From an optimization exercise on the open Yosys and OpenROAD flow, aimed at small area; shortcuts taken in it are not production practice. At most, simulation tests tie the RTL to the original design; equivalence was not proved. For run 1, only the layout was checked, not whether the RTL still works. No activity file was given, so power comes from the tool's default toggle rates.

==> flow/design.v <==
module Lfsr(
	input i_clk,
	input i_rst,
	output reg [2:0] o_data);
	always @(posedge i_clk)
		if (i_rst)
			o_data <= 3'b000;
		else
			o_data <= {o_data[1:0], o_data[2] ^~ o_data[1]};
endmodule
module BinaryToSevSeg(
	input [2:0] i_bin_num,
	output reg [6:0] o_sevseg);
	always @(*)
		case (i_bin_num)
		3'd0: o_sevseg = ~(7'b0111111);
		3'd1: o_sevseg = ~(7'b0000110);
		3'd2: o_sevseg = ~(7'b1011011);
		3'd3: o_sevseg = ~(7'b1001111);
		3'd4: o_sevseg = ~(7'b1100110);
		3'd5: o_sevseg = ~(7'b1101101);
		default: o_sevseg = 7'bxxxxxxx;
		endcase
endmodule
module PongStateMachine(
	input i_clk,
	input i_rst,
	input [1:0] i_sw,
	input i_pb,
	input i_frame_tick,
	output reg [2:0] o_disp1,
	output reg [2:0] o_disp2,
	output signed [10:0] o_ball_x,
	output signed [10:0] o_ball_y,
	output signed [10:0] o_paddle1_y,
	output signed [10:0] o_paddle2_y,
	output reg o_finish);
	localparam RESET = 3'd0;
	localparam SERVE = 3'd1;
	localparam PLAY = 3'd2;
	localparam INCR_SCORE = 3'd3;
	localparam FINISH = 3'd4;
	reg [2:0] r_state;
	reg r_changed;
	reg r_pb, r_pb_q, r_ftick, r_ftick_q;
	reg r_vxneg;
	reg r_vyneg;
	reg [3:0] r_vymag;
	reg [5:0] r_blink_counter;
	reg [10:0] r_bx;
	reg [9:0] r_by;
	reg [6:0] r_p1, r_p2;
	wire [2:0] w_lfsr;
	Lfsr lfsr_inst(
		.i_clk(i_clk),
		.i_rst(i_rst),
		.o_data(w_lfsr));
	wire w_pe_pb = r_pb & ~r_pb_q;
	wire w_tick = r_ftick & ~r_ftick_q;
	assign o_ball_x = r_bx;
	assign o_ball_y = {r_by[9], r_by};
	assign o_paddle1_y = {2'b00, r_p1, 2'b00};
	assign o_paddle2_y = {2'b00, r_p2, 2'b00};
	wire w_is_reset = (r_state == RESET);
	wire w_is_incr = (r_state == INCR_SCORE);
	wire w_clear = w_is_reset & ~r_changed;
	wire w_inc1 = w_is_incr & r_changed & ~r_bx[10];
	wire w_inc2 = w_is_incr & r_changed & r_bx[10];
	wire [2:0] w_score1 = w_clear ? 3'd0 : o_disp1 + {2'b00, w_inc1};
	wire [2:0] w_score2 = w_clear ? 3'd0 : o_disp2 + {2'b00, w_inc2};
	wire w_game_over = (w_score1 == 3'd5) | (w_score2 == 3'd5);
	wire w_out_l = r_bx[10] & ~r_bx[3];
	wire w_out_r = ~r_bx[10] & r_bx[9] & r_bx[6] & r_bx[5] & r_bx[4] & r_bx[3];
	wire w_out = w_out_l | w_out_r;
	wire w_vy_nz = (r_vymag != 4'd0);
	wire w_top = r_by[9] | (r_by == 10'd0);
	wire w_bot = ~r_by[9] & (r_by[8:0] >= 9'd472);
	wire w_wall = w_vy_nz & (r_vyneg ? w_top : w_bot);
	wire w_zone1 = (r_bx[9:5] == 5'd0) & (r_bx[4] ^ r_bx[3]);
	wire w_zone2 = r_bx[9] & ~r_bx[8] & ~r_bx[7] & r_bx[6] & (r_bx[5] ^ r_bx[4]) & (r_bx[4] ~^ r_bx[3]);
	wire w_zone = r_vxneg ? w_zone1 : w_zone2;
	wire [6:0] w_psel = r_vxneg ? r_p1 : r_p2;
	wire signed [10:0] w_d = {r_by[9], r_by} - {2'b00, w_psel, 2'b00};
	wire w_hit_ok = (w_d >= -11'sd5) & (w_d <= 11'sd77);
	wire w_hit_neg = w_d[10] | (w_d[6:0] < 7'd32);
	reg [3:0] w_hit_mag;
	always @(*)
		case (w_d[6:0] + 7'd5)
		7'd0, 7'd1: w_hit_mag = 4'd8;
		7'd2, 7'd3, 7'd4, 7'd5, 7'd6: w_hit_mag = 4'd7;
		7'd7, 7'd8, 7'd9, 7'd10, 7'd11: w_hit_mag = 4'd6;
		7'd12, 7'd13, 7'd14, 7'd15, 7'd16: w_hit_mag = 4'd5;
		7'd17, 7'd18, 7'd19, 7'd20, 7'd21: w_hit_mag = 4'd4;
		7'd22, 7'd23, 7'd24, 7'd25, 7'd26: w_hit_mag = 4'd3;
		7'd27, 7'd28, 7'd29, 7'd30, 7'd31: w_hit_mag = 4'd2;
		7'd32, 7'd33, 7'd34, 7'd35, 7'd36: w_hit_mag = 4'd1;
		7'd37, 7'd38, 7'd39, 7'd40, 7'd41, 7'd42, 7'd43, 7'd44, 7'd45: w_hit_mag = 4'd0;
		7'd46, 7'd47, 7'd48, 7'd49, 7'd50: w_hit_mag = 4'd1;
		7'd51, 7'd52, 7'd53, 7'd54, 7'd55: w_hit_mag = 4'd2;
		7'd56, 7'd57, 7'd58, 7'd59, 7'd60: w_hit_mag = 4'd3;
		7'd61, 7'd62, 7'd63, 7'd64, 7'd65: w_hit_mag = 4'd4;
		7'd66, 7'd67, 7'd68, 7'd69, 7'd70: w_hit_mag = 4'd5;
		7'd71, 7'd72, 7'd73, 7'd74, 7'd75: w_hit_mag = 4'd6;
		7'd76, 7'd77, 7'd78, 7'd79, 7'd80: w_hit_mag = 4'd7;
		7'd81, 7'd82: w_hit_mag = 4'd8;
		default: w_hit_mag = 4'bxxxx;
		endcase
	function [6:0] paddle_move(input [6:0] p, input up);
		reg [7:0] t;
		integer i;
		begin
			t[0] = up ? (p != 7'd0) : ~(p[6] & p[5] & p[2]);
			for (i = 0; i < 7; i = i + 1)
				t[i+1] = t[i] & (p[i] ^ up);
			paddle_move = p ^ t[6:0];
		end
	endfunction
	function [9:0] ball_y_move(input [9:0] y, input neg, input [3:0] m);
		reg [10:0] k;
		reg [3:0] mm;
		integer i;
		begin
			k[0] = 1'b0;
			mm = m;
			for (i = 0; i < 10; i = i + 1)
			begin
				if (i < 4)
				begin
					ball_y_move[i] = y[i] ^ mm[i] ^ k[i];
					k[i+1] = ((y[i] ^ neg) & mm[i]) | ((y[i] ^ neg) & k[i]) | (mm[i] & k[i]);
				end
				else
				begin
					ball_y_move[i] = y[i] ^ k[i];
					k[i+1] = (y[i] ^ neg) & k[i];
				end
			end
		end
	endfunction
	function [10:0] ball_x_move(input [10:0] x, input neg);
		reg [11:0] t;
		integer i;
		begin
			ball_x_move[0] = ~x[0];
			ball_x_move[1] = x[1] ^ x[0] ^ ~neg;
			t[2] = neg ? ~(x[1] & x[0]) : (x[1] | x[0]);
			for (i = 2; i < 11; i = i + 1)
			begin
				ball_x_move[i] = x[i] ^ t[i];
				t[i+1] = t[i] & (x[i] ^ neg);
			end
		end
	endfunction
	always @(posedge i_clk)
	begin
		r_pb_q <= r_pb;
		r_ftick_q <= r_ftick;
		o_disp1 <= w_score1;
		o_disp2 <= w_score2;
		if (i_rst)
		begin
			r_pb <= 1'b0;
			r_ftick <= 1'b0;
		end
		else
		begin
			r_pb <= i_pb;
			r_ftick <= i_frame_tick;
		end
	end
	always @(posedge i_clk)
	begin
		r_changed <= 1'b0;
		if (i_rst)
		begin
			r_state <= RESET;
			o_finish <= 1'b0;
			r_blink_counter <= 0;
			r_bx <= 11'd312;
			r_by <= 10'd236;
			r_p1 <= 7'd50;
			r_p2 <= 7'd50;
		end
		else if (w_pe_pb && r_state != RESET)
		begin
			r_state <= RESET;
			r_changed <= 1'b1;
		end
		else if (w_pe_pb && r_state == RESET)
		begin
			r_state <= SERVE;
			r_vxneg <= ~w_lfsr[0];
			r_vyneg <= w_lfsr[2];
			r_vymag <= {2'b00, ~w_lfsr[1], w_lfsr[1]};
		end
		else
		begin
			case (r_state)
			RESET:
			begin
				o_finish <= 1'b0;
				if (w_tick)
				begin
					r_bx <= 11'd312;
					r_by <= 10'd236;
					r_p1 <= 7'd50;
					r_p2 <= 7'd50;
				end
			end
			SERVE:
			begin
				if (w_tick)
				begin
					r_bx <= 11'd312;
					r_by <= 10'd236;
					r_state <= PLAY;
				end
			end
			PLAY:
			begin
				if (w_out)
				begin
					r_changed <= 1'b1;
					r_state <= INCR_SCORE;
				end
				else if (w_wall)
					r_vyneg <= ~r_vyneg;
				else if (w_zone && w_hit_ok)
				begin
					r_vyneg <= w_hit_neg;
					r_vymag <= w_hit_mag;
					r_vxneg <= ~r_vxneg;
				end
				if (w_tick)
				begin
					r_bx <= ball_x_move(r_bx, r_vxneg);
					r_by <= ball_y_move(r_by, r_vyneg, r_vymag);
					r_p1 <= paddle_move(r_p1, i_sw[1]);
					r_p2 <= paddle_move(r_p2, i_sw[0]);
				end
			end
			INCR_SCORE:
			begin
				if (w_game_over)
					r_state <= FINISH;
				else if (w_tick)
				begin
					r_blink_counter <= r_blink_counter + 1;
					if (r_blink_counter >= 60)
					begin
						r_state <= SERVE;
						r_blink_counter <= 0;
					end
				end
			end
			FINISH:
			begin
				if (w_tick)
				begin
					r_blink_counter <= r_blink_counter + 1;
					if (r_blink_counter >= 30)
					begin
						o_finish <= ~o_finish;
						r_blink_counter <= 0;
					end
				end
			end
			default: ;
			endcase
		end
	end
endmodule
module PongCore(
	input i_clk,
	input i_rst,
	input [1:0] i_sw,
	input i_pb,
	input i_frame_tick,
	output [6:0] o_sevseg_p1d1,
	output [6:0] o_sevseg_p1d2,
	output [6:0] o_sevseg_p2d1,
	output [6:0] o_sevseg_p2d2,
	output signed [10:0] o_ball_x,
	output signed [10:0] o_ball_y,
	output signed [10:0] o_paddle1_y,
	output signed [10:0] o_paddle2_y,
	output o_finish);
	wire [2:0] w_disp1, w_disp2;
	assign o_sevseg_p1d1 = ~(7'b0111111);
	assign o_sevseg_p2d1 = ~(7'b0111111);
	BinaryToSevSeg sevseg_p1d2_inst(
		.i_bin_num(w_disp1),
		.o_sevseg(o_sevseg_p1d2));
	BinaryToSevSeg sevseg_p2d2_inst(
		.i_bin_num(w_disp2),
		.o_sevseg(o_sevseg_p2d2));
	PongStateMachine statemachine_inst(
		.i_clk(i_clk),
		.i_rst(i_rst),
		.i_sw(i_sw),
		.i_pb(i_pb),
		.i_frame_tick(i_frame_tick),
		.o_disp1(w_disp1),
		.o_disp2(w_disp2),
		.o_ball_x(o_ball_x),
		.o_ball_y(o_ball_y),
		.o_paddle1_y(o_paddle1_y),
		.o_paddle2_y(o_paddle2_y),
		.o_finish(o_finish));
endmodule
==> flow/flow/run.sh <==
#!/bin/bash
# Layout flow: the standard synthesis, then an area-oriented re-mapping of the
# combinational logic between the registers (the registers keep their names
# and cell types), then the standard ORFS layout with small port buffers and
# a small clock tree. Each tool's output goes to a log file in this folder.
set -euo pipefail
HERE=$(pwd)
LIB=$FLOW_HOME/platforms/sky130hd/lib/sky130_fd_sc_hd__tt_025C_1v80.lib
RES=$HERE/orfs/results/sky130hd/PongCore/base
YOSYS=$(command -v yosys || echo "$FLOW_HOME/../tools/install/yosys/bin/yosys")

export BUFFER_PORTS_ARGS="-buffer_cell sky130_fd_sc_hd__buf_1"
export REMOVE_ABC_BUFFERS=1
export SKIP_REPAIR_TIE_FANOUT=${SKIP_REPAIR_TIE_FANOUT:-1}
export CTS_ARGS="-sink_clustering_enable -repair_clock_nets -buf_list sky130_fd_sc_hd__clkbuf_4 -root_buf sky130_fd_sc_hd__clkbuf_4 -dont_use_dummy_load"

bash standard.sh synth > synth.log 2>&1
cp "$RES/1_2_yosys.v" "$HERE/standard_synth.v"

# re-map the logic with a few seeds of ABC's deepsyn, keep the smallest
DONT_USE=$(sed -n '/export DONT_USE_CELLS/,/^$/p' "$FLOW_HOME/platforms/sky130hd/config.mk" | tr -d '\\' | tr ' ' '\n' | grep sky130 | sed 's/^/-dont_use /' | tr '\n' ' ')
for S in 1 2 3; do
	sed "s/@SEED@/$S/; s/@TIME@/${ABC_TIME:-60}/" flow/area.abc.in > area_$S.abc
	sed "s#@LIB@#$LIB#g; s#@IN@#$HERE/standard_synth.v#; s#@OUT@#$HERE/reopt_$S.v#; s#@DONT_USE@#$DONT_USE#; s#@SCRIPT@#$HERE/area_$S.abc#" \
		flow/reopt.ys.in > reopt_$S.ys
	"$YOSYS" -l reopt_$S.log -q reopt_$S.ys > /dev/null 2>&1 &
done
wait
BEST=$(for S in 1 2 3; do echo "$(grep 'Chip area for module' reopt_$S.v.stat | awk '{print $NF}') $S"; done | sort -n | head -1 | awk '{print $2}')
echo "picked seed $BEST" > reopt_pick.log
cat reopt_*.v.stat | grep 'Chip area' >> reopt_pick.log
cp "$HERE/reopt_$BEST.v" "$RES/1_2_yosys.v"

bash standard.sh do-1_synth > synth_odb.log 2>&1
bash standard.sh > standard.log 2>&1
==> flow/flow/area.abc.in <==
strash
&get -n
&deepsyn -S @SEED@ -T @TIME@
&put
dch -f
amap
topo
==> flow/flow/reopt.ys.in <==
read_liberty -ignore_miss_func @LIB@
read_verilog @IN@
hierarchy -top PongCore
setattr -mod -set keep_hierarchy 1 sky130_fd_sc_hd__*df*
flatten
rename -hide w:_*_.*
opt_clean -purge
abc -liberty @LIB@ @DONT_USE@ -script @SCRIPT@ PongCore
opt_clean
hilomap -singleton -hicell sky130_fd_sc_hd__conb_1 HI -locell sky130_fd_sc_hd__conb_1 LO PongCore
opt_clean -purge
insbuf -buf sky130_fd_sc_hd__buf_1 A X PongCore
opt_clean -purge
tee -o @OUT@.stat stat -liberty @LIB@ PongCore
select PongCore
write_verilog -noattr -noexpr -nohex -nodec -selected @OUT@
==> flow/standard.sh <==
#!/bin/bash
# synth_recipe.tcl (not shown) runs the flow's synth.tcl, then flattens the netlist and writes it again
# the make line also repeats each setting of config.mk as NAME=value (left out here)
make -C /OpenROAD-flow-scripts/flow DESIGN_CONFIG=/design/flow/config.mk WORK_HOME=/design/flow/orfs CLKGATE_MAP_FILE= SYNTH_SCRIPT=/design/flow/synth_recipe.tcl "${@:-finish}"
==> flow/config.mk <==
export PLATFORM = sky130hd
export DESIGN_NAME = PongCore
export DESIGN_NICKNAME = PongCore
export VERILOG_FILES = /design/flow/design.v
export SDC_FILE = /design/flow/constraint.sdc
export NUM_CORES = 4
export LEC_CHECK = 0
export CAP_MARGIN = 20
export CORE_MARGIN = 2
export CORE_UTILIZATION = 40
export SLEW_MARGIN = 20
==> flow/constraint.sdc <==
create_clock -name core_clock -period 20.0 [get_ports {i_clk}]
set_input_delay 4.0000 -clock core_clock [delete_from_list [all_inputs] [get_ports {i_clk}]]
set_output_delay 4.0000 -clock core_clock [all_outputs]
set_load 0.01 [all_outputs]
==> results of run 1 <==
==> stage by stage <==
| stage | power [mW] | setup slack (ns) | cell area, µm² | hold slack, ns | std cells |
|---|---|---|---|---|---|
| 2_1_floorplan | 0.160 | 14.48 | 3490 | 0.323 | 490 |
| 3_3_place_gp | 0.168 | 14.18 | 3850 | 0.330 | 655 |
| 3_5_place_dp | 0.168 | 14.02 | 3850 | 0.332 | 655 |
| 4_1_cts | 0.233 | 14.39 | 3910 | 0.352 | 664 |
| 5_1_grt | 0.242 | 14.18 | 3910 | 0.365 | 664 |
| 6_report | 0.229 | 14.40 | 3910 | 0.351 | 664 |
==> layer usage <==
layer / vias to the layer above / track usage / wire (µm)
li1: 1898 / - / -
met1: 1608 / 0.245 / 4230
met2: 48 / 0.296 / 4030
met3: 12 / 0.0397 / 353
met4: 0 / 0.0590 / 110
met5: - / 0 / 0
==> where the power goes <==
group	leakage (nW)	switching, mW	internal (mW)	total [mW]
registers	0.534	0.00280	0.135	0.137
clock network	0.0414	0.0429	0.0209	0.0638
logic	0.708	0.0194	0.00849	0.0279
==> layout by cell type, fill, tap and decap left out, types with 9 or more instances in the layout <==
master    instances
nand2_1          34
o221ai_1         16
a211oi_1         12
o22ai_1          15
nor3_1           19
nor2_1           96
buf_1            56
a21oi_1          31
dfxtp_1          59
clkinv_1         89
o21ai_0          43
clkbuf_4          9
==> final cells by class <==
type,instances,share of cell area
repair buffers,57,0.0556
inverters,89,0.0854
flip-flops and latches,65,0.348
clock buffers,9,0.0173
multi-input cells,336,0.459
well taps,108,0.0345
==> sequential cells by signal, indices dropped and copies added, names as in the netlist, 3 cells and up <==
name,count
statemachine_inst.lfsr_inst.o_data,3
statemachine_inst.r_vymag,4
statemachine_inst.r_bx,11
statemachine_inst.r_state,3
statemachine_inst.o_disp1,3
statemachine_inst.r_by,10
statemachine_inst.r_p1,7
statemachine_inst.r_p2,7
statemachine_inst.o_disp2,3
statemachine_inst.r_blink_counter,6
==> critical path, stage by stage <==
cell,delay (ns)
buf_1,0.15
clkinv_1,0.13
nor2_1,0.15
nand2_1,0.09
nor2_1,0.15
a41oi_1,0.18
o221ai_1,0.13
clkinv_1,0.12
o221ai_1,0.12
clkinv_1,0.17
o21ai_0,0.14
nor2_1,0.09
nor2_1,0.09
nor2_1,0.04
nor3_1,0.17
==> worst max path at each step <==
stage | from | endpoint | slack (ns) | depth (start not counted)
finish | i_sw[1] | statemachine_inst.r_p1[6] | 14.40 | 15
CTS | statemachine_inst.o_disp1[2] | o_sevseg_p1d2[1] | 14.39 | 5
global placement | i_sw[1] | statemachine_inst.r_p1[6] | 14.18 | 15
detailed placement | i_sw[1] | statemachine_inst.r_p1[6] | 14.02 | 15
global route | i_sw[1] | statemachine_inst.r_p1[6] | 14.18 | 15
floorplan | i_sw[1] | statemachine_inst.r_p1[6] | 14.48 | 12
==> impl_metrics.yaml, run 1 <==
timing:
  fin_setup_tns_ns: 0
  slew_viol_final: 0
  final.period_utilization: 0.280
  slew_headroom: 0.538
  fin_crit_ns: 5.60
  tightest_slew_ns: 0.676
  setup_viol: 0
  rsz0062_at_grt: "no"
  fmax_mhz: 179
  hold_viol: 0
  worst_clock_skew_ns: 0.0207
setup_path:
  end_kind: "flop"
  startpoint_type: "input port"
  critical_path_required_ns: 20.33
  path_class: "in -> reg"
  crit_fanout: 4
  arrival_ns: 5.93
  reg2reg_to: "statemachine_inst.r_vymag[1]"
  worst_r2r_path_depth: 13
  reg2reg_setup_slack_ns: 15.07
  reg2reg_from: "statemachine_inst.r_vxneg"
layout:
  area_growth_pct: 8.31
  num-nets-final: 564
  multi_input_area_um2: 1800
  fillers: 912
  antenna-diode-count: 0
  drive_above_1_share: 0.0180
  final_util: 0.449
  register_area_um2: 1360
hold_path:
  hold_depth: 0
  min_from: "statemachine_inst.r_ftick"
  hold_class: "reg -> reg"
  hold_end: "statemachine_inst.r_ftick_q"
global_route:
  grt_pass1_vias: 3208
  grt.total_usage: 0.183
  grt_start_max_net_pins: 21
  grt_overflow: 0
  antenna_found_initial: 0
  grt_pass1_wl_mm: 14.8
power:
  peakVddDrop_mv: 0.0335
  p_per_area_nw_per_um2: 58.5
  p_leak_nw: 1.28
clock_network:
  cts-hold-fix-buffers: 0
  cts.repair.resized: 0
  cts.clk_slew.worst_paths_ns: 0.10
  clock_latency_ns: 0.42
  cts.sink_count: 65
  numCtsBuffers: 9
  cts_root_buf: "clkbuf_4"
  postCtsSetupBuffers: 0
  cts_buffer_depth: 2
  cts_tree: "done"
  htree_num_levels: 3
placed_design:
  hpwl_mm: 6.73
  gp_congestion: 0.850
  port_buffers: 56
floorplanning:
  floorplan.initialDensity: 0.414
  num_rows: 34
  ios: 79
  chipHeight_um: 99.0
  die_area_um2: 9810
  die_x_um: 99.0
  core_area_um2: 8720
drt:
  drt-wirelength-per-cell_um: 13.1
  drc: 0
  num_vias: 3566
  first_pass_iters: 4
  drt-initial-drc-count: 156
  ant_nets: 0
  viasPerCell: 5.37
  routed_wl_mm: 8.72
flow_run:
  max_cap_violations: 0
yosys:
  avgSynthCellArea_um2: 6.92
  yosysWarnings: 3
  synthCells: 522
  netlist_area_um2: 3610
outcome:
  run_status: "complete, no violations"
==> run 2: changes to the inputs <==
--- a/flow/design.v
+++ b/flow/design.v
@@ -13,12 +13,12 @@
 	output reg [6:0] o_sevseg);
 	always @(*)
 		case (i_bin_num)
-		3'd0: o_sevseg = ~(7'b0111111);
-		3'd1: o_sevseg = ~(7'b0000110);
-		3'd2: o_sevseg = ~(7'b1011011);
-		3'd3: o_sevseg = ~(7'b1001111);
-		3'd4: o_sevseg = ~(7'b1100110);
-		3'd5: o_sevseg = ~(7'b1101101);
+		3'b000: o_sevseg = ~(7'b0111111);
+		3'b001: o_sevseg = ~(7'b0000110);
+		3'b011: o_sevseg = ~(7'b1011011);
+		3'b111: o_sevseg = ~(7'b1001111);
+		3'b110: o_sevseg = ~(7'b1100110);
+		3'b100: o_sevseg = ~(7'b1101101);
 		default: o_sevseg = 7'bxxxxxxx;
 		endcase
 endmodule
@@ -66,9 +66,9 @@
 	wire w_clear = w_is_reset & ~r_changed;
 	wire w_inc1 = w_is_incr & r_changed & ~r_bx[10];
 	wire w_inc2 = w_is_incr & r_changed & r_bx[10];
-	wire [2:0] w_score1 = w_clear ? 3'd0 : o_disp1 + {2'b00, w_inc1};
-	wire [2:0] w_score2 = w_clear ? 3'd0 : o_disp2 + {2'b00, w_inc2};
-	wire w_game_over = (w_score1 == 3'd5) | (w_score2 == 3'd5);
+	wire [2:0] w_score1 = w_clear ? 3'b000 : (w_inc1 ? {o_disp1[1:0], ~o_disp1[2]} : o_disp1);
+	wire [2:0] w_score2 = w_clear ? 3'b000 : (w_inc2 ? {o_disp2[1:0], ~o_disp2[2]} : o_disp2);
+	wire w_game_over = (w_score1 == 3'b100) | (w_score2 == 3'b100);
 	wire w_out_l = r_bx[10] & ~r_bx[3];
 	wire w_out_r = ~r_bx[10] & r_bx[9] & r_bx[6] & r_bx[5] & r_bx[4] & r_bx[3];
 	wire w_out = w_out_l | w_out_r;
@@ -80,29 +80,97 @@
 	wire w_zone2 = r_bx[9] & ~r_bx[8] & ~r_bx[7] & r_bx[6] & (r_bx[5] ^ r_bx[4]) & (r_bx[4] ~^ r_bx[3]);
 	wire w_zone = r_vxneg ? w_zone1 : w_zone2;
 	wire [6:0] w_psel = r_vxneg ? r_p1 : r_p2;
-	wire signed [10:0] w_d = {r_by[9], r_by} - {2'b00, w_psel, 2'b00};
-	wire w_hit_ok = (w_d >= -11'sd5) & (w_d <= 11'sd77);
-	wire w_hit_neg = w_d[10] | (w_d[6:0] < 7'd32);
+	wire signed [7:0] w_u = r_by[9:2] - {1'b0, w_psel};
+	wire [1:0] w_r = r_by[1:0];
+	wire w_hit_ok = ((w_u >= -8'sd1) & (w_u <= 8'sd18)) |
+		((w_u == -8'sd2) & (w_r == 2'd3)) | ((w_u == 8'sd19) & ~w_r[1]);
+	wire w_hit_neg = (w_u <= 8'sd8);
 	reg [3:0] w_hit_mag;
 	always @(*)
-		case (w_d[6:0] + 7'd5)
-		7'd0, 7'd1: w_hit_mag = 4'd8;
-		7'd2, 7'd3, 7'd4, 7'd5, 7'd6: w_hit_mag = 4'd7;
-		7'd7, 7'd8, 7'd9, 7'd10, 7'd11: w_hit_mag = 4'd6;
-		7'd12, 7'd13, 7'd14, 7'd15, 7'd16: w_hit_mag = 4'd5;
-		7'd17, 7'd18, 7'd19, 7'd20, 7'd21: w_hit_mag = 4'd4;
-		7'd22, 7'd23, 7'd24, 7'd25, 7'd26: w_hit_mag = 4'd3;
-		7'd27, 7'd28, 7'd29, 7'd30, 7'd31: w_hit_mag = 4'd2;
-		7'd32, 7'd33, 7'd34, 7'd35, 7'd36: w_hit_mag = 4'd1;
-		7'd37, 7'd38, 7'd39, 7'd40, 7'd41, 7'd42, 7'd43, 7'd44, 7'd45: w_hit_mag = 4'd0;
-		7'd46, 7'd47, 7'd48, 7'd49, 7'd50: w_hit_mag = 4'd1;
-		7'd51, 7'd52, 7'd53, 7'd54, 7'd55: w_hit_mag = 4'd2;
-		7'd56, 7'd57, 7'd58, 7'd59, 7'd60: w_hit_mag = 4'd3;
-		7'd61, 7'd62, 7'd63, 7'd64, 7'd65: w_hit_mag = 4'd4;
-		7'd66, 7'd67, 7'd68, 7'd69, 7'd70: w_hit_mag = 4'd5;
-		7'd71, 7'd72, 7'd73, 7'd74, 7'd75: w_hit_mag = 4'd6;
-		7'd76, 7'd77, 7'd78, 7'd79, 7'd80: w_hit_mag = 4'd7;
-		7'd81, 7'd82: w_hit_mag = 4'd8;
+		case ({w_u[4:0], w_r})
+		7'd123: w_hit_mag = 4'd8;
+		7'd124: w_hit_mag = 4'd8;
+		7'd125: w_hit_mag = 4'd7;
+		7'd126: w_hit_mag = 4'd7;
+		7'd127: w_hit_mag = 4'd7;
+		7'd0: w_hit_mag = 4'd7;
+		7'd1: w_hit_mag = 4'd7;
+		7'd2: w_hit_mag = 4'd6;
+		7'd3: w_hit_mag = 4'd6;
+		7'd4: w_hit_mag = 4'd6;
+		7'd5: w_hit_mag = 4'd6;
+		7'd6: w_hit_mag = 4'd6;
+		7'd7: w_hit_mag = 4'd5;
+		7'd8: w_hit_mag = 4'd5;
+		7'd9: w_hit_mag = 4'd5;
+		7'd10: w_hit_mag = 4'd5;
+		7'd11: w_hit_mag = 4'd5;
+		7'd12: w_hit_mag = 4'd4;
+		7'd13: w_hit_mag = 4'd4;
+		7'd14: w_hit_mag = 4'd4;
+		7'd15: w_hit_mag = 4'd4;
+		7'd16: w_hit_mag = 4'd4;
+		7'd17: w_hit_mag = 4'd3;
+		7'd18: w_hit_mag = 4'd3;
+		7'd19: w_hit_mag = 4'd3;
+		7'd20: w_hit_mag = 4'd3;
+		7'd21: w_hit_mag = 4'd3;
+		7'd22: w_hit_mag = 4'd2;
+		7'd23: w_hit_mag = 4'd2;
+		7'd24: w_hit_mag = 4'd2;
+		7'd25: w_hit_mag = 4'd2;
+		7'd26: w_hit_mag = 4'd2;
+		7'd27: w_hit_mag = 4'd1;
+		7'd28: w_hit_mag = 4'd1;
+		7'd29: w_hit_mag = 4'd1;
+		7'd30: w_hit_mag = 4'd1;
+		7'd31: w_hit_mag = 4'd1;
+		7'd32: w_hit_mag = 4'd0;
+		7'd33: w_hit_mag = 4'd0;
+		7'd34: w_hit_mag = 4'd0;
+		7'd35: w_hit_mag = 4'd0;
+		7'd36: w_hit_mag = 4'd0;
+		7'd37: w_hit_mag = 4'd0;
+		7'd38: w_hit_mag = 4'd0;
+		7'd39: w_hit_mag = 4'd0;
+		7'd40: w_hit_mag = 4'd0;
+		7'd41: w_hit_mag = 4'd1;
+		7'd42: w_hit_mag = 4'd1;
+		7'd43: w_hit_mag = 4'd1;
+		7'd44: w_hit_mag = 4'd1;
+		7'd45: w_hit_mag = 4'd1;
+		7'd46: w_hit_mag = 4'd2;
+		7'd47: w_hit_mag = 4'd2;
+		7'd48: w_hit_mag = 4'd2;
+		7'd49: w_hit_mag = 4'd2;
+		7'd50: w_hit_mag = 4'd2;
+		7'd51: w_hit_mag = 4'd3;
+		7'd52: w_hit_mag = 4'd3;
+		7'd53: w_hit_mag = 4'd3;
+		7'd54: w_hit_mag = 4'd3;
+		7'd55: w_hit_mag = 4'd3;
+		7'd56: w_hit_mag = 4'd4;
+		7'd57: w_hit_mag = 4'd4;
+		7'd58: w_hit_mag = 4'd4;
+		7'd59: w_hit_mag = 4'd4;
+		7'd60: w_hit_mag = 4'd4;
+		7'd61: w_hit_mag = 4'd5;
+		7'd62: w_hit_mag = 4'd5;
+		7'd63: w_hit_mag = 4'd5;
+		7'd64: w_hit_mag = 4'd5;
+		7'd65: w_hit_mag = 4'd5;
+		7'd66: w_hit_mag = 4'd6;
+		7'd67: w_hit_mag = 4'd6;
+		7'd68: w_hit_mag = 4'd6;
+		7'd69: w_hit_mag = 4'd6;
+		7'd70: w_hit_mag = 4'd6;
+		7'd71: w_hit_mag = 4'd7;
+		7'd72: w_hit_mag = 4'd7;
+		7'd73: w_hit_mag = 4'd7;
+		7'd74: w_hit_mag = 4'd7;
+		7'd75: w_hit_mag = 4'd7;
+		7'd76: w_hit_mag = 4'd8;
+		7'd77: w_hit_mag = 4'd8;
 		default: w_hit_mag = 4'bxxxx;
 		endcase
 	function [6:0] paddle_move(input [6:0] p, input up);
@@ -157,16 +225,11 @@
 		r_ftick_q <= r_ftick;
 		o_disp1 <= w_score1;
 		o_disp2 <= w_score2;
+		r_ftick <= i_frame_tick;
 		if (i_rst)
-		begin
 			r_pb <= 1'b0;
-			r_ftick <= 1'b0;
-		end
 		else
-		begin
 			r_pb <= i_pb;
-			r_ftick <= i_frame_tick;
-		end
 	end
 	always @(posedge i_clk)
 	begin
@@ -174,6 +237,9 @@
 		if (i_rst)
 		begin
 			r_state <= RESET;
+			r_vxneg <= 1'b0;
+			r_vyneg <= 1'b0;
+			r_vymag <= 4'd0;
 			o_finish <= 1'b0;
 			r_blink_counter <= 0;
 			r_bx <= 11'd312;
--- a/flow/flow/run.sh
+++ b/flow/flow/run.sh
@@ -12,7 +12,7 @@
 export BUFFER_PORTS_ARGS="-buffer_cell sky130_fd_sc_hd__buf_1"
 export REMOVE_ABC_BUFFERS=1
 export SKIP_REPAIR_TIE_FANOUT=${SKIP_REPAIR_TIE_FANOUT:-1}
-export CTS_ARGS="-sink_clustering_enable -repair_clock_nets -buf_list sky130_fd_sc_hd__clkbuf_4 -root_buf sky130_fd_sc_hd__clkbuf_4 -dont_use_dummy_load"
+export CTS_ARGS="-sink_clustering_enable -repair_clock_nets -buf_list sky130_fd_sc_hd__clkbuf_16 -root_buf sky130_fd_sc_hd__clkbuf_16 -sink_clustering_size 100 -sink_clustering_max_diameter 1000 -dont_use_dummy_load"
 
 bash standard.sh synth > synth.log 2>&1
 cp "$RES/1_2_yosys.v" "$HERE/standard_synth.v"
@@ -20,7 +20,7 @@
 # re-map the logic with a few seeds of ABC's deepsyn, keep the smallest
 DONT_USE=$(sed -n '/export DONT_USE_CELLS/,/^$/p' "$FLOW_HOME/platforms/sky130hd/config.mk" | tr -d '\\' | tr ' ' '\n' | grep sky130 | sed 's/^/-dont_use /' | tr '\n' ' ')
 for S in 1 2 3; do
-	sed "s/@SEED@/$S/; s/@TIME@/${ABC_TIME:-60}/" flow/area.abc.in > area_$S.abc
+	sed "s/@SEED@/$S/; s/@TIME@/10/" flow/area.abc.in > area_$S.abc
 	sed "s#@LIB@#$LIB#g; s#@IN@#$HERE/standard_synth.v#; s#@OUT@#$HERE/reopt_$S.v#; s#@DONT_USE@#$DONT_USE#; s#@SCRIPT@#$HERE/area_$S.abc#" \
 		flow/reopt.ys.in > reopt_$S.ys
 	"$YOSYS" -l reopt_$S.log -q reopt_$S.ys > /dev/null 2>&1 &
==> impl_metrics.yaml, run 2 <==
drt:
  top_layer_used: "met4"
  num_vias: 3734
  wl_met1_mm: 4.47
  met3RoutedLength_um: 487
  ant_nets: 0
  viasPerCell: 5.44
  routed_wl_mm: 8.96
  met2_length_mm: 3.85
  drt-wirelength-per-cell_um: 13.0
  drc: 0
  first_pass_iters: 5
  drt-initial-drc-count: 199
hold_path:
  hold_depth: 0
  hold_class: "reg -> reg"
  hold_end: "statemachine_inst.r_ftick_q"
  min_from: "statemachine_inst.r_ftick"
floorplanning:
  chipHeight_um: 98.8
  die_area_um2: 9770
  ios: 79
  floorplan.initialDensity: 0.413
  num_rows: 34
  core_area_um2: 8720
  die_x_um: 98.8
setup_path:
  critical_path_required_ns: 20.21
  reg2reg_setup_slack_ns: 15.00
  slowest_stage: "nor3_1"
  path_buf_inv: 3
  arrival_ns: 6.30
  end_kind: "flop"
  cpPeakStageDelay_ns: 0.37
  path_common_cell: "nor2_1"
  reg2reg_from: "statemachine_inst.r_vxneg"
  path_delay_family: "simple AND/OR/NAND/NOR gates"
  path_class: "in -> reg"
  crit_fanout: 5
  startpoint_type: "input port"
  crit_path_cell_trace: "buf_1, nor2_1, nand2_1, nor2_1, o22ai_1, nor3_1, nor3_1, clkinv_1, nor2_1, clkinv_1, nor2_1, a32oi_1, a21oi_1, o21ai_0, o32ai_1"
  worst_r2r_path_depth: 16
  reg2reg_to: "statemachine_inst.r_vyneg"
timing:
  layout_setup_ws_ns: 13.91
  fmax_mhz: 164
  worst_clock_skew_ns: 0.0156
  fin_setup_tns_ns: 0
  hold_viol: 0
  setup_viol: 0
  final.period_utilization: 0.305
  slew_viol_final: 0
  slew_headroom: 0.388
  tightest_slew_ns: 0.915
  fin_crit_ns: 6.09
  rsz0062_at_grt: "no"
layout:
  largest_reg_flops: 11
  area_growth_pct: 12.7
  largest-register: "statemachine_inst.r_bx"
  final_util: 0.465
  final_common_cell: "nor2_1"
  stdcell_area_um2: 4060
  reg_top3: "statemachine_inst.r_bx (11), statemachine_inst.r_by (10)"
  final_cell_mix: "nor2_1 (111), clkinv_1 (85), dfxtp_1 (65)"
  antenna-diode-count: 0
  drive_above_1_share: 0.0173
  num-nets-final: 587
global_route:
  grt_pass1_wl_mm: 15.1
  antenna_found_initial: 0
  grt.total_usage: 0.187
  grt_pass1_vias: 3248
  grt_start_max_net_pins: 21
  grt_overflow: 0
clock_network:
  cts.repair.resized: 0
  cts-hold-fix-buffers: 0
  cts_tree: "done"
  cts_root_buf: "clkbuf_16"
  cts.sink_count: 65
  htree_num_levels: 3
  cts.clk_slew.worst_paths_ns: 0.05
  cts_buffer_depth: 2
  clock_latency_ns: 0.33
  numCtsBuffers: 9
  postCtsSetupBuffers: 0
placed_design:
  dp_slack_ns: 13.65
  dpl_cell_area_um2: 3830
  gp_congestion: 0.907
  port_buffers: 56
  hpwl_mm: 6.85
yosys:
  yosysWarnings: 3
  netlist_area_um2: 3600
  avgSynthCellArea_um2: 6.60
  synthCells: 545
power:
  p_per_area_nw_per_um2: 76.9
  p_leak_nw: 1.33
  peakVddDrop_mv: 0.0421
flow_run:
  max_cap_violations: 0
outcome:
  run_status: "complete, no violations"
[run 2: cell count changes in the layout (fill, tap and decap cells not counted), sizes merged, moves of 6 or more]
cell    delta
a31oi      +7
a21oi      +7
o21ai     +12
o22ai     +12
dfxtp      +6
nor2      +15
edfxtp     -6
o221ai     -8
[run 2: routing by layer]
layer,vias to the layer above,global-route usage
met5,-,0
met4,0,0.0632
met3,17,0.0404
met2,120,0.271
met1,1649,0.274
li1,1948,-
[run 2: metrics by stage]
stage               power (mW)  hold slack [ns]  cells
floorplan                0.174            0.324    513
global placement         0.185            0.333    678
detailed placement       0.185            0.335    678
CTS                      0.314            0.347    687
global route             0.328            0.356    687
finish                   0.312            0.343    687
[run 2: power breakdown]
part | total [mW] | switching [mW] | internal (mW) | leakage [nW]
registers | 0.139 | 0.00547 | 0.134 | 0.528
logic | 0.0444 | 0.0309 | 0.0135 | 0.690
clock network | 0.128 | 0.0495 | 0.0785 | 0.111
total | 0.312 | 0.0859 | 0.226 | 1.33
[run 2: worst max-delay path by stage]
stage          startpoint                         to  depth (start not counted)
2_1_floorplan       i_rst  statemachine_inst.r_p1[6]                          7
3_3_place_gp      i_sw[0]  statemachine_inst.r_p2[6]                         14
3_5_place_dp      i_sw[0]  statemachine_inst.r_p2[6]                         15
4_1_cts           i_sw[0]  statemachine_inst.r_p2[6]                         15
5_1_grt           i_sw[0]  statemachine_inst.r_p2[6]                         15
6_report          i_sw[0]  statemachine_inst.r_p2[6]                         15
[run 2: final cells by class]
type | instances | area (µm²)
fill | 891 | 4660
multi-input combinational | 363 | 1860
sequential | 65 | 1300
inverter | 85 | 319
clock buffer | 9 | 225
timing repair buffer | 57 | 218
tap | 108 | 135
[run 2: worst reg2reg max path, stage by stage (launching register included)]
cell,delay (ns)
dfxtp_1,0.68
clkinv_1,0.49
o22ai_1,0.49
nor2b_1,0.24
o22ai_1,0.13
nand2_1,0.11
o21ai_0,0.11
o21ai_0,0.57
clkinv_1,0.32
nor2_1,0.24
a21o_1,0.14
a31oi_1,0.07
a2111oi_0,0.61
clkinv_1,0.20
o22ai_1,0.20
o21ai_0,0.10
a22o_1,0.19
==> run 3: changes to the inputs <==
--- a/flow/flow/run.sh
+++ b/flow/flow/run.sh
@@ -12,7 +12,7 @@
 export BUFFER_PORTS_ARGS="-buffer_cell sky130_fd_sc_hd__buf_1"
 export REMOVE_ABC_BUFFERS=1
 export SKIP_REPAIR_TIE_FANOUT=${SKIP_REPAIR_TIE_FANOUT:-1}
-export CTS_ARGS="-sink_clustering_enable -repair_clock_nets -buf_list sky130_fd_sc_hd__clkbuf_16 -root_buf sky130_fd_sc_hd__clkbuf_16 -sink_clustering_size 100 -sink_clustering_max_diameter 1000 -dont_use_dummy_load"
+export CTS_ARGS="-sink_clustering_enable -repair_clock_nets -buf_list sky130_fd_sc_hd__clkbuf_8 -root_buf sky130_fd_sc_hd__clkbuf_8 -sink_clustering_size 100 -sink_clustering_max_diameter 1000 -dont_use_dummy_load"
 
 bash standard.sh synth > synth.log 2>&1
 cp "$RES/1_2_yosys.v" "$HERE/standard_synth.v"
==> impl_metrics.yaml, run 3 <==
floorplanning:
  die_area_um2: 9770
  num_rows: 34
  core_area_um2: 8720
  floorplan.initialDensity: 0.413
  ios: 79
  chipHeight_um: 98.8
  die_x_um: 98.8
global_route:
  grt.total_usage: 0.188
  grt_pass1_wl_mm: 15.2
  grt_overflow: 0
  antenna_found_initial: 0
  grt_start_max_net_pins: 21
  grt_pass1_vias: 3278
drt:
  num_vias: 3687
  first_pass_iters: 4
  viasPerCell: 5.37
  drt-initial-drc-count: 224
  top_layer_used: "met4"
  drt-wirelength-per-cell_um: 12.9
  met3RoutedLength_um: 505
  ant_nets: 0
  met2_length_mm: 3.78
  wl_met1_mm: 4.42
  drc: 0
  routed_wl_mm: 8.89
layout:
  fillers: 907
  largest_reg_flops: 11
  antenna-diode-count: 0
  final_cell_mix: "nor2_1 (111), clkinv_1 (85), dfxtp_1 (65)"
  final_common_cell: "nor2_1"
  num-nets-final: 587
  drive_above_1_share: 0.0173
  register_area_um2: 1300
  multi_input_area_um2: 1860
  largest-register: "statemachine_inst.r_bx"
  reg_top3: "statemachine_inst.r_bx (11), statemachine_inst.r_by (10)"
  area_growth_pct: 9.91
  finalNonFillerCells: 687
clock_network:
  postCtsSetupBuffers: 0
  cts_buffer_depth: 2
  cts.sink_count: 65
  numCtsBuffers: 9
  cts.repair.resized: 0
  htree_num_levels: 3
  cts.clk_slew.worst_paths_ns: 0.06
  cts_root_buf: "clkbuf_8"
  cts_tree: "done"
  clock_latency_ns: 0.34
  cts-hold-fix-buffers: 0
timing:
  setup_viol: 0
  layout_setup_ws_ns: 13.96
  fmax_mhz: 166
  tightest_slew_ns: 0.895
  hold_slack_ns: 0.347
  fin_crit_ns: 6.04
  final.period_utilization: 0.302
  slew_viol_final: 0
  rsz0062_at_grt: "no"
  worst_clock_skew_ns: 0.0192
  hold_viol: 0
  slew_headroom: 0.401
  fin_setup_tns_ns: 0
power:
  p_leak_nw: 1.28
  swShare: 0.303
  p_per_area_nw_per_um2: 67.9
  power.clock.fraction: 0.318
  p_int_uw: 187
  p_comb_frac: 0.165
  pwr-share-seq: 0.517
  finalPower_uw: 269
  power_switching_uw: 81.5
  peakVddDrop_mv: 0.0312
setup_path:
  end_kind: "flop"
  path_class: "in -> reg"
  arrival_ns: 6.26
  startpoint_type: "input port"
  critical_path_required_ns: 20.23
  crit_fanout: 5
placed_design:
  dp_slack_ns: 13.65
  hpwl_mm: 6.85
  gp_congestion: 0.907
  placed_cells: 678
  port_buffers: 56
yosys:
  netlist_area_um2: 3600
  synthCells: 545
  yosysWarnings: 3
  avgSynthCellArea_um2: 6.60
hold_path:
  hold_class: "reg -> reg"
flow_run:
  max_cap_violations: 0
outcome:
  run_status: "complete, no violations"
==> run 3: changes by cell type in the layout (fill, tap and decap cells not counted) <==
cell / change
clkbuf_16: -9
clkbuf_8: +9
==> run 3: path summary, 6_finish.rpt <==
kind | from | endpoint | slack, ns | cells after the start
worst min-delay path | statemachine_inst.r_ftick | statemachine_inst.r_ftick_q | 0.35 | 0
worst max-delay path | i_sw[0] | statemachine_inst.r_p2[6] | 13.96 | 15
worst max register to register | statemachine_inst.r_vxneg | statemachine_inst.r_vyneg | 15.13 | 16
worst min register to register | statemachine_inst.r_ftick | statemachine_inst.r_ftick_q | 0.35 | 0
==> run 3: routing by layer <==
metal	vias to the layer above	GRT usage
li1	1944	-
met2	96	0.271
met5	-	0
met4	0	0.0759
met3	18	0.0411
met1	1629	0.272
==> run 3: area by class of cell <==
class,instances,share of cell area
Inverter,85,0.0807
Sequential cell,65,0.329
Clock buffer,9,0.0313
Timing Repair Buffer,57,0.0550
Multi-Input combinational cell,363,0.470
Tap cell,108,0.0342
==> run 3: through the flow <==
stage,cell area (µm²),util
after floorplan,3480,-
after detailed placement,3830,0.439
after global routing,3960,0.454
after global placement,3830,0.439
after CTS,3960,0.454
final,3960,0.454
==> run 3: power groups by stage <==
| stage | clock, mW | sequential (mW) | combinational, mW |
|---|---|---|---|
| after global routing | 0.0940 | 0.140 | 0.0509 |
| final | 0.0855 | 0.139 | 0.0443 |
| after global placement | 0 | 0.142 | 0.0432 |
| after CTS | 0.0884 | 0.139 | 0.0439 |
| after detailed placement | 0 | 0.142 | 0.0435 |
| after floorplan | 0 | 0.141 | 0.0325 |
==> run 3: worst max-delay path, stage by stage <==
cell      delay (ns)
buf_1           0.18
nor2_1          0.08
nand2_1         0.09
nor2_1          0.05
o22ai_1         0.20
nor3_1          0.07
nor3_1          0.36
clkinv_1        0.21
nor2_1          0.22
clkinv_1        0.12
nor2_1          0.18
a32oi_1         0.10
a21oi_1         0.15
o21ai_0         0.12
o32ai_1         0.14
==> run 4: changes to the inputs <==
--- a/flow/flow/run.sh
+++ b/flow/flow/run.sh
@@ -12,7 +12,7 @@
 export BUFFER_PORTS_ARGS="-buffer_cell sky130_fd_sc_hd__buf_1"
 export REMOVE_ABC_BUFFERS=1
 export SKIP_REPAIR_TIE_FANOUT=${SKIP_REPAIR_TIE_FANOUT:-1}
-export CTS_ARGS="-sink_clustering_enable -repair_clock_nets -buf_list sky130_fd_sc_hd__clkbuf_8 -root_buf sky130_fd_sc_hd__clkbuf_8 -sink_clustering_size 100 -sink_clustering_max_diameter 1000 -dont_use_dummy_load"
+export CTS_ARGS="-sink_clustering_enable -repair_clock_nets -buf_list sky130_fd_sc_hd__clkbuf_4 -root_buf sky130_fd_sc_hd__clkbuf_4 -dont_use_dummy_load"
 
 bash standard.sh synth > synth.log 2>&1
 cp "$RES/1_2_yosys.v" "$HERE/standard_synth.v"
@@ -20,7 +20,7 @@
 # re-map the logic with a few seeds of ABC's deepsyn, keep the smallest
 DONT_USE=$(sed -n '/export DONT_USE_CELLS/,/^$/p' "$FLOW_HOME/platforms/sky130hd/config.mk" | tr -d '\\' | tr ' ' '\n' | grep sky130 | sed 's/^/-dont_use /' | tr '\n' ' ')
 for S in 1 2 3; do
-	sed "s/@SEED@/$S/; s/@TIME@/10/" flow/area.abc.in > area_$S.abc
+	sed "s/@SEED@/$S/; s/@TIME@/${ABC_TIME:-60}/" flow/area.abc.in > area_$S.abc
 	sed "s#@LIB@#$LIB#g; s#@IN@#$HERE/standard_synth.v#; s#@OUT@#$HERE/reopt_$S.v#; s#@DONT_USE@#$DONT_USE#; s#@SCRIPT@#$HERE/area_$S.abc#" \
 		flow/reopt.ys.in > reopt_$S.ys
 	"$YOSYS" -l reopt_$S.log -q reopt_$S.ys > /dev/null 2>&1 &
==> impl_metrics.yaml, run 4 <==
timing:
  rsz0062_at_grt: "no"
  hold_viol: 0
  fin_crit_ns: 6.00
  setup_viol: 0
  fin_setup_tns_ns: 0
  slew_viol_final: 0
  final.period_utilization: 0.300
  tightest_slew_ns: 0.842
  hold_slack_ns: 0.354
  fmax_mhz: 167
  slew_headroom: 0.437
  worst_clock_skew_ns: 0.0323
yosys:
  yosysWarnings: 3
  netlist_area_um2: 3570
  avgSynthCellArea_um2: 6.79
  synthCells: 526
layout:
  antenna-diode-count: 0
  register_area_um2: 1300
  largest-register: "statemachine_inst.r_bx"
  final_common_cell: "nor2_1"
  area_growth_pct: 8.55
  stdcell_area_um2: 3880
  largest_reg_flops: 11
  final_util: 0.447
  fillers: 952
  reg_top3: "statemachine_inst.r_bx (11), statemachine_inst.r_by (10)"
  multi_input_area_um2: 1880
  drive_above_1_share: 0.0196
  num-nets-final: 568
  final_cell_mix: "nor2_1 (88), clkinv_1 (74), dfxtp_1 (65)"
drt:
  first_pass_iters: 5
  drt-wirelength-per-cell_um: 13.8
  num_vias: 3650
  ant_nets: 0
  drt-initial-drc-count: 216
  viasPerCell: 5.46
  drc: 0
  routed_wl_mm: 9.21
clock_network:
  cts.repair.resized: 0
  htree_num_levels: 3
  postCtsSetupBuffers: 0
  cts.clk_slew.worst_paths_ns: 0.12
  cts_buffer_depth: 2
  cts_root_buf: "clkbuf_4"
  clock_latency_ns: 0.41
  cts.sink_count: 65
  numCtsBuffers: 9
  cts_tree: "done"
  cts-hold-fix-buffers: 0
global_route:
  grt.total_usage: 0.195
  grt_pass1_vias: 3411
  grt_start_max_net_pins: 21
  grt_pass1_wl_mm: 15.7
  grt_overflow: 0
  antenna_found_initial: 0
floorplanning:
  die_x_um: 98.5
  ios: 79
  floorplan.initialDensity: 0.411
  die_area_um2: 9700
  chipHeight_um: 98.5
  num_rows: 34
  core_area_um2: 8680
setup_path:
  slowest_stage: "nor2_1"
  startpoint_type: "input port"
  path_class: "in -> reg"
  end_kind: "flop"
  critical_path_required_ns: 20.32
  crit_path_cell_trace: "buf_1, clkinv_1, o31ai_2, buf_4, clkinv_1, nor2_1, clkinv_1, o221a_1"
  cpPeakStageDelay_ns: 0.69
  arrival_ns: 6.32
  crit_fanout: 17
  path_common_cell: "clkinv_1"
power:
  p_leak_nw: 1.25
  peakVddDrop_mv: 0.0278
  p_per_area_nw_per_um2: 59.4
placed_design:
  hpwl_mm: 7.14
  gp_congestion: 0.861
  dpl_cell_area_um2: 3810
  port_buffers: 56
outcome:
  run_status: "complete, no violations"
flow_run:
  max_cap_violations: 0
hold_path:
  hold_class: "reg -> reg"
-- run 4: cell count changes in the layout (fill, tap and decap cells not counted), sizes merged, moves of 3 or more --
cell    before  now
o22ai       27   23
nor4         4    1
or3          0    3
nor3        17   28
nand3        2   10
o221ai       8   11
a22oi        2    6
nand2       33   24
nor2b        9   14
o21ai       56   61
nor2       111   88
a31oi        8    4
clkinv      85   74
-- run 4: worst paths after layout --
kind | slack, ns | depth (start not counted) | startpoint | endpoint
hold reg to reg | 0.35 | 0 | statemachine_inst.r_pb | statemachine_inst.r_pb_q
setup reg to reg | 15.05 | 17 | statemachine_inst.r_vxneg | statemachine_inst.r_vymag[2]
hold / removal | 0.35 | 0 | statemachine_inst.r_pb | statemachine_inst.r_pb_q
setup / recovery | 14.00 | 8 | i_rst | statemachine_inst.r_p2[0]
-- run 4: power by group --
group / leakage (nW) / internal (mW) / total, mW / switching (mW)
Combinational: 0.679 / 0.0102 / 0.0320 / 0.0218
Sequential: 0.527 / 0.132 / 0.135 / 0.00333
Clock: 0.0414 / 0.0209 / 0.0629 / 0.0420
-- run 4: routing by layer --
metal  GRT usage  up-vias  routed length, µm
met1       0.257     1628               4360
met5           0        -                  0
met4      0.0601        0                 74
met3      0.0539        6                490
li1            -     1924                  -
met2       0.312       92               4290
-- run 4: area by class of cell --
class | instances | share of cell area
clock buffers | 9 | 0.0174
inverters | 74 | 0.0717
multi-input cells | 355 | 0.484
flip-flops and latches | 65 | 0.336
well taps | 108 | 0.0349
repair buffers | 57 | 0.0562
-- run 4: through the flow --
| stage | setup WS, ns | total power, mW | std cells |
|---|---|---|---|
| global placement | 13.69 | 0.170 | 659 |
| finish | 14.00 | 0.230 | 668 |
| detailed placement | 13.58 | 0.170 | 659 |
| global route | 13.83 | 0.243 | 668 |
| CTS | 14.04 | 0.233 | 668 |
| floorplan | 14.20 | 0.161 | 494 |
-- run 4: critical path: cells and delay by family --
| family | cells | cell delay [ns] |
|---|---|---|
| buffers and inverters | 5 | 1.32 |
| AOI/OAI and AO/OA | 2 | 0.30 |
| and+or+nand+nor | 1 | 0.69 |
==> run 5: changes to the inputs <==
==> flow/flow/run.sh (replaced) <==
#!/bin/bash
# Layout flow: the standard synthesis, then an area-oriented re-mapping of the
# combinational logic between the registers (the registers keep their names
# and cell types), then the standard ORFS layout with small port buffers and
# a small clock tree. Each tool's output goes to a log file in this folder.
set -euo pipefail
HERE=$(pwd)
LIB=$FLOW_HOME/platforms/sky130hd/lib/sky130_fd_sc_hd__tt_025C_1v80.lib
RES=$HERE/orfs/results/sky130hd/PongCore/base
YOSYS=$(command -v yosys || echo "$FLOW_HOME/../tools/install/yosys/bin/yosys")
NSEEDS=${NSEEDS:-8}
ABC_TIME=${ABC_TIME:-30}

export BUFFER_PORTS_ARGS="-buffer_cell sky130_fd_sc_hd__buf_1"
export REMOVE_ABC_BUFFERS=1
export SKIP_REPAIR_TIE_FANOUT=1
export CTS_ARGS="-sink_clustering_enable -repair_clock_nets -buf_list sky130_fd_sc_hd__clkbuf_4 -root_buf sky130_fd_sc_hd__clkbuf_4 -dont_use_dummy_load"

bash standard.sh synth > synth.log 2>&1
cp "$RES/1_2_yosys.v" "$HERE/standard_synth.v"

# re-map the logic with several seeds of ABC's deepsyn, keep the smallest
DONT_USE=$(sed -n '/export DONT_USE_CELLS/,/^$/p' "$FLOW_HOME/platforms/sky130hd/config.mk" | tr -d '\\' | tr ' ' '\n' | grep sky130 | sed 's/^/-dont_use /' | tr '\n' ' ')
run_seed() {
	local S=$1
	sed "s/@SEED@/$S/; s/@TIME@/$ABC_TIME/" flow/area.abc.in > area_$S.abc
	sed "s#@LIB@#$LIB#g; s#@IN@#$HERE/standard_synth.v#; s#@OUT@#$HERE/reopt_$S.v#; s#@DONT_USE@#$DONT_USE#; s#@SCRIPT@#$HERE/area_$S.abc#" \
		flow/reopt.ys.in > reopt_$S.ys
	"$YOSYS" -l reopt_$S.log -q reopt_$S.ys > /dev/null 2>&1 || true
}
S=1
while [ $S -le $NSEEDS ]; do
	for J in $(seq 1 ${NUM_CORES:-4}); do
		if [ $S -le $NSEEDS ]; then run_seed $S & fi
		S=$((S + 1))
	done
	wait
done
: > reopt_pick.log
for S in $(seq 1 $NSEEDS); do
	if [ -s reopt_$S.v.stat ] && [ -s reopt_$S.v ]; then
		echo "$(grep 'Chip area for module' reopt_$S.v.stat | awk '{print $NF}') $S" >> reopt_pick.log
	fi
done
BEST=$(sort -n reopt_pick.log | head -1 | awk '{print $2}')
echo "picked seed $BEST" >> reopt_pick.log
cp "$HERE/reopt_$BEST.v" "$RES/1_2_yosys.v"

bash standard.sh do-1_synth > synth_odb.log 2>&1
bash standard.sh > standard.log 2>&1
==> impl_metrics.yaml, run 5 <==
setup_path:
  critical_path_required_ns: 20.27
  cp-startpoint: "i_rst"
  crit_fanout: 18
  arrival_ns: 6.26
  reg2reg_from: "statemachine_inst.r_vxneg"
  end_kind: "flop"
  path_class: "in -> reg"
  startpoint_type: "input port"
yosys:
  synthCells: 522
  avgSynthCellArea_um2: 6.82
  yosysWarnings: 3
  netlist_area_um2: 3560
global_route:
  grt_pass1_vias: 3327
  grt.total_usage: 0.186
  grt_pass1_wl_mm: 14.9
  antenna_found_initial: 0
  grt_overflow: 0
  grt_start_max_net_pins: 21
clock_network:
  cts.sink_count: 65
  cts-hold-fix-buffers: 0
  postCtsSetupBuffers: 0
  numCtsBuffers: 9
  htree_num_levels: 3
  cts.clk_slew.worst_paths_ns: 0.12
  clock_latency_ns: 0.41
  cts_root_buf: "clkbuf_4"
  cts_tree: "done"
  cts.repair.resized: 0
  cts_buffer_depth: 2
timing:
  fmax_mhz: 167
  slew_headroom: 0.543
  fin_setup_tns_ns: 0
  rsz0062_at_grt: "no"
  hold_slack_ns: 0.353
  setup_viol: 0
  slew_viol_final: 0
  tightest_slew_ns: 0.678
  fin_crit_ns: 5.99
  final.period_utilization: 0.300
  worst_clock_skew_ns: 0.0364
  hold_viol: 0
floorplanning:
  die_x_um: 98.3
  chipHeight_um: 98.3
  die_area_um2: 9670
  num_rows: 34
  floorplan.initialDensity: 0.410
  core_area_um2: 8680
  ios: 79
drt:
  viasPerCell: 5.54
  num_vias: 3679
  first_pass_iters: 4
  drt-wirelength-per-cell_um: 13.4
  drc: 0
  ant_nets: 0
  drt-initial-drc-count: 129
  routed_wl_mm: 8.93
layout:
  drive_above_1_share: 0.0180
  antenna-diode-count: 0
  reg_top3: "statemachine_inst.r_bx (11), statemachine_inst.r_by (10)"
  largest_reg_flops: 11
  area_growth_pct: 8.44
  final_util: 0.445
  largest-register: "statemachine_inst.r_bx"
  num-nets-final: 564
  stdcell_area_um2: 3860
  final_cell_mix: "nor2_1 (82), clkinv_1 (77), dfxtp_1 (65)"
  final_common_cell: "nor2_1"
  fillers: 922
power:
  p_leak_nw: 1.20
  p_per_area_nw_per_um2: 59.9
  peakVddDrop_mv: 0.0301
placed_design:
  port_buffers: 56
  gp_congestion: 0.909
  dpl_cell_area_um2: 3790
  hpwl_mm: 6.83
hold_path:
  min_from: "statemachine_inst.r_pb"
  hold_class: "reg -> reg"
flow_run:
  max_cap_violations: 0
outcome:
  run_status: "complete, no violations"
run 5: routing by layer:
metal / global-route usage / up-vias / routed length [µm]
met3: 0.0465 / 16 / 471
met1: 0.247 / 1651 / 4290
met2: 0.295 / 99 / 4020
met4: 0.0695 / 0 / 150
met5: 0 / - / 0
li1: - / 1913 / -
run 5: layout make-up:
cell class                      count  area (µm²)  share of cell area
Tap cell                          108         135              0.0350
Multi-Input combinational cell    348        1850               0.479
Inverter                           77         289              0.0749
Timing Repair Buffer               57         218              0.0564
Clock buffer                        9        67.6              0.0175
Sequential cell                    65        1300               0.337
run 5: power by group:
part	switching (mW)	total [mW]	leakage (nW)	internal, mW
combinational	0.0225	0.0322	0.634	0.00972
clock	0.0414	0.0623	0.0414	0.0209
sequential	0.00398	0.137	0.528	0.133
total	0.0678	0.231	1.20	0.163
run 5: worst max-delay path, stage by stage:
cell and delay (ns):
buf_1 0.19, a31oi_1 0.48, clkinv_1 0.61, nand2_1 0.28, clkinv_1 0.31, a31oi_1 0.29
o31ai_1 0.10
run 5: metrics by stage:
stage	power, mW	std cells	setup WS [ns]
global placement	0.171	655	13.70
floorplan	0.162	490	14.32
CTS	0.234	664	13.94
global route	0.244	664	13.72
finish	0.231	664	14.01
detailed placement	0.172	655	13.50
run 5: final timing paths:
kind                            slack [ns]                           end  cells past startpoint
worst max register to register       15.50  statemachine_inst.r_vymag[0]                     18
worst min-delay path                  0.35      statemachine_inst.r_pb_q                      0
worst min register to register        0.35      statemachine_inst.r_pb_q                      0
worst max-delay path                 14.01     statemachine_inst.r_p1[5]                      7

## afterwards: timing with drivers on the ports
The flow's constraints put no driver on any port. The routed layouts listed below were extracted and timed again, unchanged, in two steps.
Step 1, drivers: a clkbuf_16 drives i_clk and a buf_2 each remaining input, both assumed.
Step 2 adds t to the input delays and takes it off the output delays; t is the mean of the earliest and latest rising clock arrival at the registers after step 1. Input paths then give back, and output paths get back, about the clock's delay inside the block.
Slacks: ideal / step 1 / step 2; pairs: ideal / step 1.
run	t, ns	setup slack, ns	hold WS [ns]	latest minus earliest clock arrival (ns)
run 1	0.427	14.399 / 14.394 / 13.971	0.351 / 0.351 / 0.351	0.026 / 0.027
run 2	0.351	13.907 / 13.919 / 13.568	0.343 / 0.343 / 0.343	0.015 / 0.015
run 3	0.366	13.964 / 13.974 / 13.607	0.347 / 0.347 / 0.347	0.019 / 0.019
run 4	0.422	13.997 / 14.002 / 13.580	0.354 / 0.354 / 0.354	0.033 / 0.032
run 5	0.420	14.007 / 14.017 / 13.597	0.353 / 0.353 / 0.353	0.037 / 0.036
After both steps setup and hold are still met in every run listed. The setup slack of run 1, which loses most, moves by -0.005 ns with the drivers and by -0.428 ns with both steps.
